This is an optimization exercise on Yosys and OpenROAD, whose aim is small area, not a production implementation. Only simulation tests tie the RTL to the original design; equivalence was not proved. Power and IR drop assume default switching activity.

== run A ==
==> flow/design.v (excerpt) <==
module cf_hdmi (
  hdmi_clk,
  rst,
  hdmi_vsync,
  hdmi_hsync,
  hdmi_data_e,
  hdmi_data,
  hdmi_fs_toggle,
  hdmi_raddr_g,
  hdmi_tpm_oos,
  mem_raddr,
  mem_rdata,
  vdma_fs_ret_toggle,
  vdma_fs_waddr,
  up_enable,
  up_tpg_enable,
  up_csc_bypass,
  up_hs_width,
  up_hs_count,
  up_hs_de_min,
  up_hs_de_max,
  up_vs_width,
  up_vs_count,
  up_vs_de_min,
  up_vs_de_max,
  up_cp_en,
  up_cp);
For scale: about 2000 cells after synthesis, ~260 I/O pins.
==> flow/config.mk <==
export PLATFORM = sky130hd
export DESIGN_NAME = cf_hdmi
export DESIGN_NICKNAME = cf_hdmi
export VERILOG_FILES = /design/flow/design.v
export SDC_FILE = /design/flow/constraint.sdc
export NUM_CORES = 4
export LEC_CHECK = 0
export ABC_AREA = 1
export CAP_MARGIN = 20
export CORE_MARGIN = 2
export CORE_UTILIZATION = 40
export PLACE_DENSITY = 0.6
export SLEW_MARGIN = 20
==> flow/constraint.sdc <==
create_clock -name core_clock -period 5.0 [get_ports {hdmi_clk}]
set_input_delay 1.0000 -clock core_clock [delete_from_list [all_inputs] [get_ports {hdmi_clk}]]
set_output_delay 1.0000 -clock core_clock [all_outputs]
set_load 0.01 [all_outputs]
standard.sh (not shown) runs the stock make flow with config.mk's settings and CLKGATE_MAP_FILE= SYNTH_SCRIPT=/design/flow/synth_recipe.tcl, a recipe that flattens the netlist after the stock synthesis.
==> flow/flow/run.sh <==
#!/bin/bash
# Own layout flow: the standard synthesis; an inverter polarity clean-up
# of its netlist around the full and half adders (flow/polopt.py); an
# area-oriented re-mapping of the other gates with ABC (flow/remap.ys,
# flip-flops and adders kept with their names and cells); then the standard flow's
# standard layout with the port buffers made from the smallest buffer cell
# and a clock tree with larger sink clusters and no dummy loads. Each step's
# full output goes to its own log file in the work folder. The polarity
# clean-up runs once more on the re-mapped netlist.
set -euo pipefail
R=orfs/results/sky130hd/cf_hdmi/base
YOSYS=${YOSYS_EXE:-$FLOW_HOME/../tools/install/yosys/bin/yosys}
LIB=$FLOW_HOME/platforms/sky130hd/lib/sky130_fd_sc_hd__tt_025C_1v80.lib
bash standard.sh synth > flow_synth.log 2>&1
cp $R/1_2_yosys.v flow_1_2_yosys_standard.v
python3 flow/polopt.py flow_1_2_yosys_standard.v flow_1_2_yosys_pol.v > flow_polopt.log 2>&1
sed "s#LIBFILE#$LIB#g" flow/remap.ys > flow_remap.ys
$YOSYS -s flow_remap.ys > flow_remap.log 2>&1
python3 flow/fixnet.py flow_remap_all.v flow_remap.v > flow_fixnet.log 2>&1
python3 flow/polopt.py flow_remap.v $R/1_2_yosys.v > flow_polopt2.log 2>&1
rm -f $R/1_synth.odb $R/1_synth.sdc
bash standard.sh synth > flow_synth_odb.log 2>&1
bash standard.sh "BUFFER_PORTS_ARGS=-buffer_cell sky130_fd_sc_hd__buf_1" \
  "CTS_ARGS=-sink_clustering_enable -repair_clock_nets -dont_use_dummy_load -sink_clustering_size 9 -sink_clustering_max_diameter 45 -buf_list sky130_fd_sc_hd__clkbuf_4" \
  finish > flow_layout.log 2>&1
==> flow/flow/abc_area_map.script <==
strash
dch -f
amap -F 2 -A 4
topo
==> flow/flow/remap.ys <==
# Re-map the netlist's gates other than flip-flops, full and half adders for
# area (ABC's amap); those cells are kept as they are, with their names, and
# so are the gates of the colour conversion (the input cone of csc_4), whose
# timing is tight.
read_liberty -ignore_miss_func LIBFILE
read_verilog flow_1_2_yosys_pol.v
hierarchy -top cf_hdmi
setattr -mod -set keep_hierarchy 1 sky130_fd_sc_hd__fa_1 sky130_fd_sc_hd__ha_1 sky130_fd_sc_hd__dfxtp_1 sky130_fd_sc_hd__edfxtp_1
select -set ffcsc c:csc_4*
select -set cone @ffcsc %ci1 %ci*:-sky130_fd_sc_hd__dfxtp_1,sky130_fd_sc_hd__edfxtp_1 @ffcsc %d
setattr -set keep_hierarchy 1 @cone
select -clear
flatten
opt_clean -purge
abc -liberty LIBFILE -dont_use sky130_fd_sc_hd__lpflow_bleeder_1 -dont_use sky130_fd_sc_hd__lpflow_clkbufkapwr_1 -dont_use sky130_fd_sc_hd__lpflow_clkbufkapwr_16 -dont_use sky130_fd_sc_hd__lpflow_clkbufkapwr_2 -dont_use sky130_fd_sc_hd__lpflow_clkbufkapwr_4 -dont_use sky130_fd_sc_hd__lpflow_clkbufkapwr_8 -dont_use sky130_fd_sc_hd__lpflow_clkinvkapwr_1 -dont_use sky130_fd_sc_hd__lpflow_clkinvkapwr_16 -dont_use sky130_fd_sc_hd__lpflow_clkinvkapwr_2 -dont_use sky130_fd_sc_hd__lpflow_clkinvkapwr_4 -dont_use sky130_fd_sc_hd__lpflow_clkinvkapwr_8 -dont_use sky130_fd_sc_hd__lpflow_decapkapwr_12 -dont_use sky130_fd_sc_hd__lpflow_decapkapwr_3 -dont_use sky130_fd_sc_hd__lpflow_decapkapwr_4 -dont_use sky130_fd_sc_hd__lpflow_decapkapwr_6 -dont_use sky130_fd_sc_hd__lpflow_decapkapwr_8 -dont_use sky130_fd_sc_hd__lpflow_inputiso0n_1 -dont_use sky130_fd_sc_hd__lpflow_inputiso0p_1 -dont_use sky130_fd_sc_hd__lpflow_inputiso1n_1 -dont_use sky130_fd_sc_hd__lpflow_inputiso1p_1 -dont_use sky130_fd_sc_hd__lpflow_inputisolatch_1 -dont_use sky130_fd_sc_hd__lpflow_isobufsrc_1 -dont_use sky130_fd_sc_hd__lpflow_isobufsrc_16 -dont_use sky130_fd_sc_hd__lpflow_isobufsrc_2 -dont_use sky130_fd_sc_hd__lpflow_isobufsrc_4 -dont_use sky130_fd_sc_hd__lpflow_isobufsrc_8 -dont_use sky130_fd_sc_hd__lpflow_isobufsrckapwr_16 -dont_use sky130_fd_sc_hd__lpflow_lsbuf_lh_hl_isowell_tap_1 -dont_use sky130_fd_sc_hd__lpflow_lsbuf_lh_hl_isowell_tap_2 -dont_use sky130_fd_sc_hd__lpflow_lsbuf_lh_hl_isowell_tap_4 -dont_use sky130_fd_sc_hd__lpflow_lsbuf_lh_isowell_4 -dont_use sky130_fd_sc_hd__lpflow_lsbuf_lh_isowell_tap_1 -dont_use sky130_fd_sc_hd__lpflow_lsbuf_lh_isowell_tap_2 -dont_use sky130_fd_sc_hd__lpflow_lsbuf_lh_isowell_tap_4 -dont_use sky130_fd_sc_hd__probe_p_8 -dont_use sky130_fd_sc_hd__probec_p_8  -script flow/abc_area_map.script -D 5000
opt_clean -purge
splitnets
opt_clean -purge
write_verilog -noattr -noexpr -selected flow_remap_all.v
Other scripts of this flow, unchanged in this note and not shown: flow/flow/fixnet.py, flow/flow/polopt.py
Run A finished all stages; the layout is clean.
Modified inputs, run B compared to run A
diff --git a/flow/flow/run.sh b/flow/flow/run.sh
--- a/flow/flow/run.sh
+++ b/flow/flow/run.sh
@@ -6,6 +6,5 @@
 # standard layout with the port buffers made from the smallest buffer cell
 # and a clock tree with larger sink clusters and no dummy loads. Each step's
-# full output goes to its own log file in the work folder. The polarity
-# clean-up runs once more on the re-mapped netlist.
+# full output goes to its own log file in the work folder.
 set -euo pipefail
 R=orfs/results/sky130hd/cf_hdmi/base
@@ -17,6 +16,5 @@
 sed "s#LIBFILE#$LIB#g" flow/remap.ys > flow_remap.ys
 $YOSYS -s flow_remap.ys > flow_remap.log 2>&1
-python3 flow/fixnet.py flow_remap_all.v flow_remap.v > flow_fixnet.log 2>&1
-python3 flow/polopt.py flow_remap.v $R/1_2_yosys.v > flow_polopt2.log 2>&1
+python3 flow/fixnet.py flow_remap_all.v $R/1_2_yosys.v > flow_fixnet.log 2>&1
 rm -f $R/1_synth.odb $R/1_synth.sdc
 bash standard.sh synth > flow_synth_odb.log 2>&1
--- outcome ---
Run B reached the final stage; the timing, design-rule and antenna checks on its layout passed. As far as clock network power is concerned, run A and run B perform about the same. Compared run A against run B; mean post-synth cell area within noise. Highest attainable clock frequency (lower): run B. Changes observed in run B relative to run A: layout cell share with drive strength beyond 1 stayed essentially flat, cell count after placement stayed essentially flat. For gate count of the mapped netlist, run B and run A come out practically identical.
### run B -> run C
==> flow/flow/abc_area_map.script <==
strash
dch
amap
topo
stime -c
diff --git a/flow/flow/remap.ys b/flow/flow/remap.ys
--- a/flow/flow/remap.ys
+++ b/flow/flow/remap.ys
@@ -1,14 +1,8 @@
 # Re-map the netlist's gates other than flip-flops, full and half adders for
-# area (ABC's amap); those cells are kept as they are, with their names, and
-# so are the gates of the colour conversion (the input cone of csc_4), whose
-# timing is tight.
+# area (ABC's amap); those cells are kept as they are, with their names.
 read_liberty -ignore_miss_func LIBFILE
 read_verilog flow_1_2_yosys_pol.v
 hierarchy -top cf_hdmi
 setattr -mod -set keep_hierarchy 1 sky130_fd_sc_hd__fa_1 sky130_fd_sc_hd__ha_1 sky130_fd_sc_hd__dfxtp_1 sky130_fd_sc_hd__edfxtp_1
-select -set ffcsc c:csc_4*
-select -set cone @ffcsc %ci1 %ci*:-sky130_fd_sc_hd__dfxtp_1,sky130_fd_sc_hd__edfxtp_1 @ffcsc %d
-setattr -set keep_hierarchy 1 @cone
-select -clear
 flatten
 opt_clean -purge
diff --git a/flow/config.mk b/flow/config.mk
--- a/flow/config.mk
+++ b/flow/config.mk
@@ -6,5 +6,4 @@
 export NUM_CORES = 4
 export LEC_CHECK = 0
-export ABC_AREA = 1
 export CAP_MARGIN = 20
 export CORE_MARGIN = 2
Findings:
Run C finished all stages; however, its layout fails the closing checks, the failures being setup timing. Higher routed wire length goes to run C over run B. Compared with run B, in run C worst setup slack shrank by 0.61 ns; number of combinational gates with multiple inputs grew by 47; area after synthesis grew by about 0.56%. Number of global-route vias before repair is higher on run C. Cell count: run C higher than run B. In run C, the relative contribution of the clock network to total power came out 0.5 points below the value in run B. For run C, the highest-delay cell along the critical path was sky130_fd_sc_hd__fa_1, unlike run B, where it was sky130_fd_sc_hd__nor3_1. In the flow results for run B and run C, the depth of the worst register-to-register path is smaller on run B. Diff run B -> run C: final area shows an increase of about 3.6%; highest clock rate shows a reduction of 12%; overall die area shows an increase of about 0.55%.
--- input diff run C..run D ---
diff --git a/flow/flow/run.sh b/flow/flow/run.sh
--- a/flow/flow/run.sh
+++ b/flow/flow/run.sh
@@ -20,4 +20,4 @@
 bash standard.sh synth > flow_synth_odb.log 2>&1
 bash standard.sh "BUFFER_PORTS_ARGS=-buffer_cell sky130_fd_sc_hd__buf_1" \
-  "CTS_ARGS=-sink_clustering_enable -repair_clock_nets -dont_use_dummy_load -sink_clustering_size 9 -sink_clustering_max_diameter 45 -buf_list sky130_fd_sc_hd__clkbuf_4" \
+  "CTS_ARGS=-sink_clustering_enable -repair_clock_nets -dont_use_dummy_load -sink_clustering_size 12 -sink_clustering_max_diameter 50 -buf_list sky130_fd_sc_hd__clkbuf_4" \
   finish > flow_layout.log 2>&1
diff --git a/flow/flow/remap.ys b/flow/flow/remap.ys
--- a/flow/flow/remap.ys
+++ b/flow/flow/remap.ys
@@ -1,8 +1,14 @@
 # Re-map the netlist's gates other than flip-flops, full and half adders for
-# area (ABC's amap); those cells are kept as they are, with their names.
+# area (ABC's amap); those cells are kept as they are, with their names, and
+# so are the gates of the colour conversion (the input cone of csc_4), whose
+# timing is tight.
 read_liberty -ignore_miss_func LIBFILE
 read_verilog flow_1_2_yosys_pol.v
 hierarchy -top cf_hdmi
 setattr -mod -set keep_hierarchy 1 sky130_fd_sc_hd__fa_1 sky130_fd_sc_hd__ha_1 sky130_fd_sc_hd__dfxtp_1 sky130_fd_sc_hd__edfxtp_1
+select -set ffcsc c:csc_4*
+select -set cone @ffcsc %ci1 %ci*:-sky130_fd_sc_hd__dfxtp_1,sky130_fd_sc_hd__edfxtp_1 @ffcsc %d
+setattr -set keep_hierarchy 1 @cone
+select -clear
 flatten
 opt_clean -purge
[summary]
- Run D: all stages complete, timing, DRC and antenna checks passed
- Diff run C -> run D: number of nets in the layout down 101; critical path depth down 2; wire length per cell after detailed routing up about 9%; first-iteration DRC count down 13.
- Compared with run C, in run D final worst slack went up, via count saw a decrease, switching part of the total +0.53 points.

re-timing with driven ports:
The results above use ideal ports. As a check the final layouts listed here were re-extracted and re-timed, cells and wires unchanged.
Step 1 assumes that a clkbuf_16 drives the clock port and a buf_2 every other input.
Step 2 adds t to the input delays and takes it off the output delays; t is the mean of the earliest and latest rising clock arrival at the registers after step 1. Input paths then give back, and output paths get back, about the clock's delay inside the block.
a / b / c = no drivers / after step 1 / after step 2; a / b = the first two.
| run | t, ns | setup slack, ns | worst setup path after step 2 | worst register clock-pin slew, ns |
|---|---|---|---|---|
| run A | 0.863 | 0.567 / 0.567 / 0.567 | register to register | 0.10 / 0.10 |
| run B | 0.855 | 0.552 / 0.552 / 0.552 | register to register | 0.10 / 0.10 |
| run C | 0.881 | -0.055 / -0.055 / -0.055 | register to register | 0.10 / 0.10 |
| run D | 0.847 | 0.391 / 0.391 / 0.391 | register to register | 0.12 / 0.12 |
